Context: an optimization exercise on an open-source flow, tuned for small area. The choices shown serve that exercise and are no tape-out recipe.
In this exercise RTL edits were held to simulation tests only and were not proved equivalent to the original.

Design eth_crc32_gen, start of the top module:
module eth_crc32_gen (
  input         clk,
  input         rst_n,
  input         data_vld,
  input         data_eop,
  input         data_sop,
  input  [63:0] data_in,
  input  [2:0]  data_be,
  output [31:0] crc_out,
  output reg    crc_vld
);
  reg  [31:0] crc_n;
  wire [31:0] crc_d_n;
  wire [7:0]  sel;      
  wire        nsop;
  cg_dec u_dec (.be(data_be), .sop(data_sop), .sel(sel), .nsop(nsop));
  wire [63:0] y;
  wire [31:0] sd;       
  assign y[63:32] = data_in[63:32];
  genvar g;
  generate for (g = 0; g < 32; g = g + 1) begin : sg
    cg_nd2 un (.a(crc_n[g]), .b(nsop), .y(sd[g]));
    cg_x2 ux (.a(data_in[g]), .b(sd[g]), .y(y[g]));
  end endgenerate
  wire [63:0] xs;
  generate for (g = 0; g < 8; g = g + 1) begin : lg
    cg_nd2 ul0_0 (.a(sel[0]), .b(y[0+g]), .y(xs[0+g]));
    cg_a22o ul1_0 (.a1(sel[0]), .a2(y[8+g]), .b1(sel[1]), .b2(y[0+g]), .y(xs[8+g]));
    cg_a222oi ul2_0 (.a1(sel[0]), .a2(y[16+g]), .b1(sel[1]), .b2(y[8+g]), .c1(sel[2]), .c2(y[0+g]), .y(xs[16+g]));
    wire l3_0;
    cg_a222oi ul3_0 (.a1(sel[0]), .a2(y[24+g]), .b1(sel[1]), .b2(y[16+g]), .c1(sel[2]), .c2(y[8+g]), .y(l3_0));
    wire l3_1;
    cg_nd2 ul3_1 (.a(sel[3]), .b(y[0+g]), .y(l3_1));
    cg_nd2 ul3_n (.a(l3_0), .b(l3_1), .y(xs[24+g]));
    wire l4_0;
    cg_a222oi ul4_0 (.a1(sel[0]), .a2(y[32+g]), .b1(sel[1]), .b2(y[24+g]), .c1(sel[2]), .c2(y[16+g]), .y(l4_0));
    cg_a22oi_nd2 ul4_n (.a1(sel[3]), .a2(y[8+g]), .b1(sel[4]), .b2(y[0+g]), .g1(l4_0), .y(xs[32+g]));
    wire l5_0;
    cg_a222oi ul5_0 (.a1(sel[0]), .a2(y[40+g]), .b1(sel[1]), .b2(y[32+g]), .c1(sel[2]), .c2(y[24+g]), .y(l5_0));
    wire l5_1;
    cg_a222oi ul5_1 (.a1(sel[3]), .a2(y[16+g]), .b1(sel[4]), .b2(y[8+g]), .c1(sel[5]), .c2(y[0+g]), .y(l5_1));
    cg_nd2 ul5_n (.a(l5_0), .b(l5_1), .y(xs[40+g]));
    wire l6_0;
    cg_a222oi ul6_0 (.a1(sel[0]), .a2(y[48+g]), .b1(sel[1]), .b2(y[40+g]), .c1(sel[2]), .c2(y[32+g]), .y(l6_0));
    wire l6_1;
    cg_a222oi ul6_1 (.a1(sel[3]), .a2(y[24+g]), .b1(sel[4]), .b2(y[16+g]), .c1(sel[5]), .c2(y[8+g]), .y(l6_1));
    wire l6_2;
    cg_nd2 ul6_2 (.a(sel[6]), .b(y[0+g]), .y(l6_2));
  ...
For scale: about 710 cells after synthesis, about 110 I/O pins.
==> flow/config.mk <==
export PLATFORM = sky130hd
export DESIGN_NAME = eth_crc32_gen
export DESIGN_NICKNAME = eth_crc32_gen
export VERILOG_FILES = /design/flow/design.v
export SDC_FILE = /design/flow/constraint.sdc
export NUM_CORES = 4
export LEC_CHECK = 0
export CAP_MARGIN = 20
export CORE_MARGIN = 2
export CORE_UTILIZATION = 72
export SETUP_SLACK_MARGIN = 0.4
export SLEW_MARGIN = 20
export SYNTH_HIERARCHICAL = 1
export SYNTH_MINIMUM_KEEP_SIZE = 0
==> flow/constraint.sdc <==
create_clock -name core_clock -period 9.0 [get_ports {clk}]
set_input_delay 1.8000 -clock core_clock [delete_from_list [all_inputs] [get_ports {clk}]]
set_output_delay 1.8000 -clock core_clock [all_outputs]
set_load 0.01 [all_outputs]
standard.sh (not shown) runs the stock make flow with config.mk's settings and CLKGATE_MAP_FILE= SYNTH_SCRIPT=/design/flow/synth_recipe.tcl, a recipe that flattens the netlist after the stock synthesis.
==> flow/flow/run.sh <==
#!/bin/bash
# The standard layout, except:
#  - the port buffers are plain buf_1 cells (buffer_ports otherwise picks
#    clkdlybuf4s50_1, 2.7x larger); every port still gets its own buffer;
#  - clock tree: clkbuf_8 buffers and no dummy loads.
# All output goes to standard.log (ORFS's own logs are under orfs/logs).
set -euo pipefail
export BUFFER_PORTS_ARGS="-buffer_cell sky130_fd_sc_hd__buf_1"
export CTS_ARGS="-sink_clustering_enable -repair_clock_nets -dont_use_dummy_load -buf_list sky130_fd_sc_hd__clkbuf_8"
bash standard.sh > standard.log 2>&1
The baseline completed without violations.
Next try:
- CORE_UTILIZATION: 72 -> 65
Result: Global-route usage went down by 2.9 points; register-to-register slack gets better by 80 ps; worst hold slack is worse by 6.9 ps; setup slack is worse by 620 ps; non-clock buffer count climbs by 3.

* * *

== main ==
eth_crc32_gen, a different RTL version from the one above (not shown whole).
Size: roughly 710 cells after synthesis, about 33 flip-flops, roughly 110 I/O pins, ~6200 sq um of cells after synthesis.
clock: 9.0 ns
lec_check: 0
cap_margin: 20
core_margin: 2
core_utilization: 40
setup_slack_margin: 0.4
slew_margin: 20
synth_hierarchical: 1
synth_minimum_keep_size: 0
Scripts as last shown in full above: flow/flow/run.sh
main went all the way through synthesis, placement and routing and the layout is clean on timing, DRC and antenna.
Relative to main, the following input files were edited for the feature branch:
-- flow/flow/run.sh --
<<< main, line 8
export BUFFER_PORTS_ARGS="-buffer_cell sky130_fd_sc_hd__buf_1"
export CTS_ARGS="-sink_clustering_enable -repair_clock_nets -dont_use_dummy_load -buf_list sky130_fd_sc_hd__clkbuf_8"
bash standard.sh > standard.log 2>&1
>>> the feature branch, line 8
export BUFFER_PORTS_ARGS="-buffer_cell sky130_fd_sc_hd__buf_1"
export CTS_ARGS="-sink_clustering_enable -repair_clock_nets -dont_use_dummy_load -buf_list sky130_fd_sc_hd__clkbuf_8 -sink_clustering_size 50 -sink_clustering_max_diameter 400"
bash standard.sh > standard.log 2>&1
Findings:
- main → the feature branch: TritonCTS sink count shows no meaningful change, share of post-route cells with drive strength above 1 ~0 delta, clock-pin slew on the worst setup and hold paths roughly the same, final standard cell area without fillers ~0 delta.
- Number of cell rows: the feature branch vs main identical
- Number of clock buffers in the layout came out exactly the same in the feature branch and main.
- Between the feature branch and main, the difference in required arrival time at the worst endpoint is negligible.
- Critical path depth came out exactly the same in the feature branch and main.
- As far as post-synthesis cell area goes, main and the feature branch are indistinguishable; the numbers are identical.

* * *

Another version of the RTL of eth_crc32_gen (not shown whole).
Size: roughly 33 flip-flops, ~110 I/O pins.
Settings: LEC_CHECK=0, CAP_MARGIN=0, CORE_MARGIN=2, CORE_UTILIZATION=40, SETUP_SLACK_MARGIN=0.4, SLEW_MARGIN=0, SYNTH_HIERARCHICAL=1, SYNTH_MINIMUM_KEEP_SIZE=0; clock period 9.0 ns.
==> flow/flow/run.sh <==
#!/bin/bash
# The standard layout, except that the port buffers are plain buf_1 cells
# (buffer_ports otherwise picks clkdlybuf4s50_1, which is 2.7x larger).
# Every port still gets its own buffer. All output goes to standard.log.
set -euo pipefail
export BUFFER_PORTS_ARGS="-buffer_cell sky130_fd_sc_hd__buf_1"
bash standard.sh > standard.log 2>&1
Next try:
- CAP_MARGIN: 0 -> 20
- SLEW_MARGIN: 0 -> 20
- critical path depth stays the same
- first-iteration DRC count goes up by 5.0%
- fmax shrinks by 0.33%
- hold slack barely changes

==> static timing again, ports no longer ideal <==
In the flow no input, the clock included, has a driving cell. The finished layouts below were timed again as built, in two steps. Step 1 (the two cells are an assumption about what drives the block):
set clk [get_ports {clk}]
set_driving_cell -lib_cell sky130_fd_sc_hd__clkbuf_16 $clk
set_driving_cell -lib_cell sky130_fd_sc_hd__buf_2 [delete_from_list [all_inputs] $clk]
Step 2, shift: input delay + t, output delay - t, t = (earliest + latest rising clock arrival at the registers) / 2. This alone moves slack from input paths to output paths. Three values: ideal, step 1, step 2; two values: the first two.
run | t, ns | setup WS [ns] | clock arrival spread, ns | worst slew at a driven data input, ns | pins driven straight from the clock port
the first run of note 1 | 0.324 | 2.375 / 2.383 / 2.060 | 0.029 / 0.029 | 0.05 | 1
the second run of note 1 | 0.322 | 1.753 / 1.766 / 1.444 | 0.021 / 0.022 | 0.04 | 1
main | 0.319 | 2.097 / 2.110 / 1.791 | 0.011 / 0.011 | 0.06 | 1
the feature branch | 0.319 | 2.097 / 2.110 / 1.791 | 0.011 / 0.011 | 0.06 | 1
the first run of note 3 | 0.333 | 2.344 / 2.359 / 2.027 | 0.007 / 0.007 | 0.04 | 1
the second run of note 3 | 0.333 | 2.322 / 2.337 / 2.004 | 0.008 / 0.007 | 0.04 | 1
After both steps every run listed still meets setup and hold. The setup slack of the second run of note 3, which loses most, moves by +0.015 ns with the drivers and by -0.318 ns with both steps.
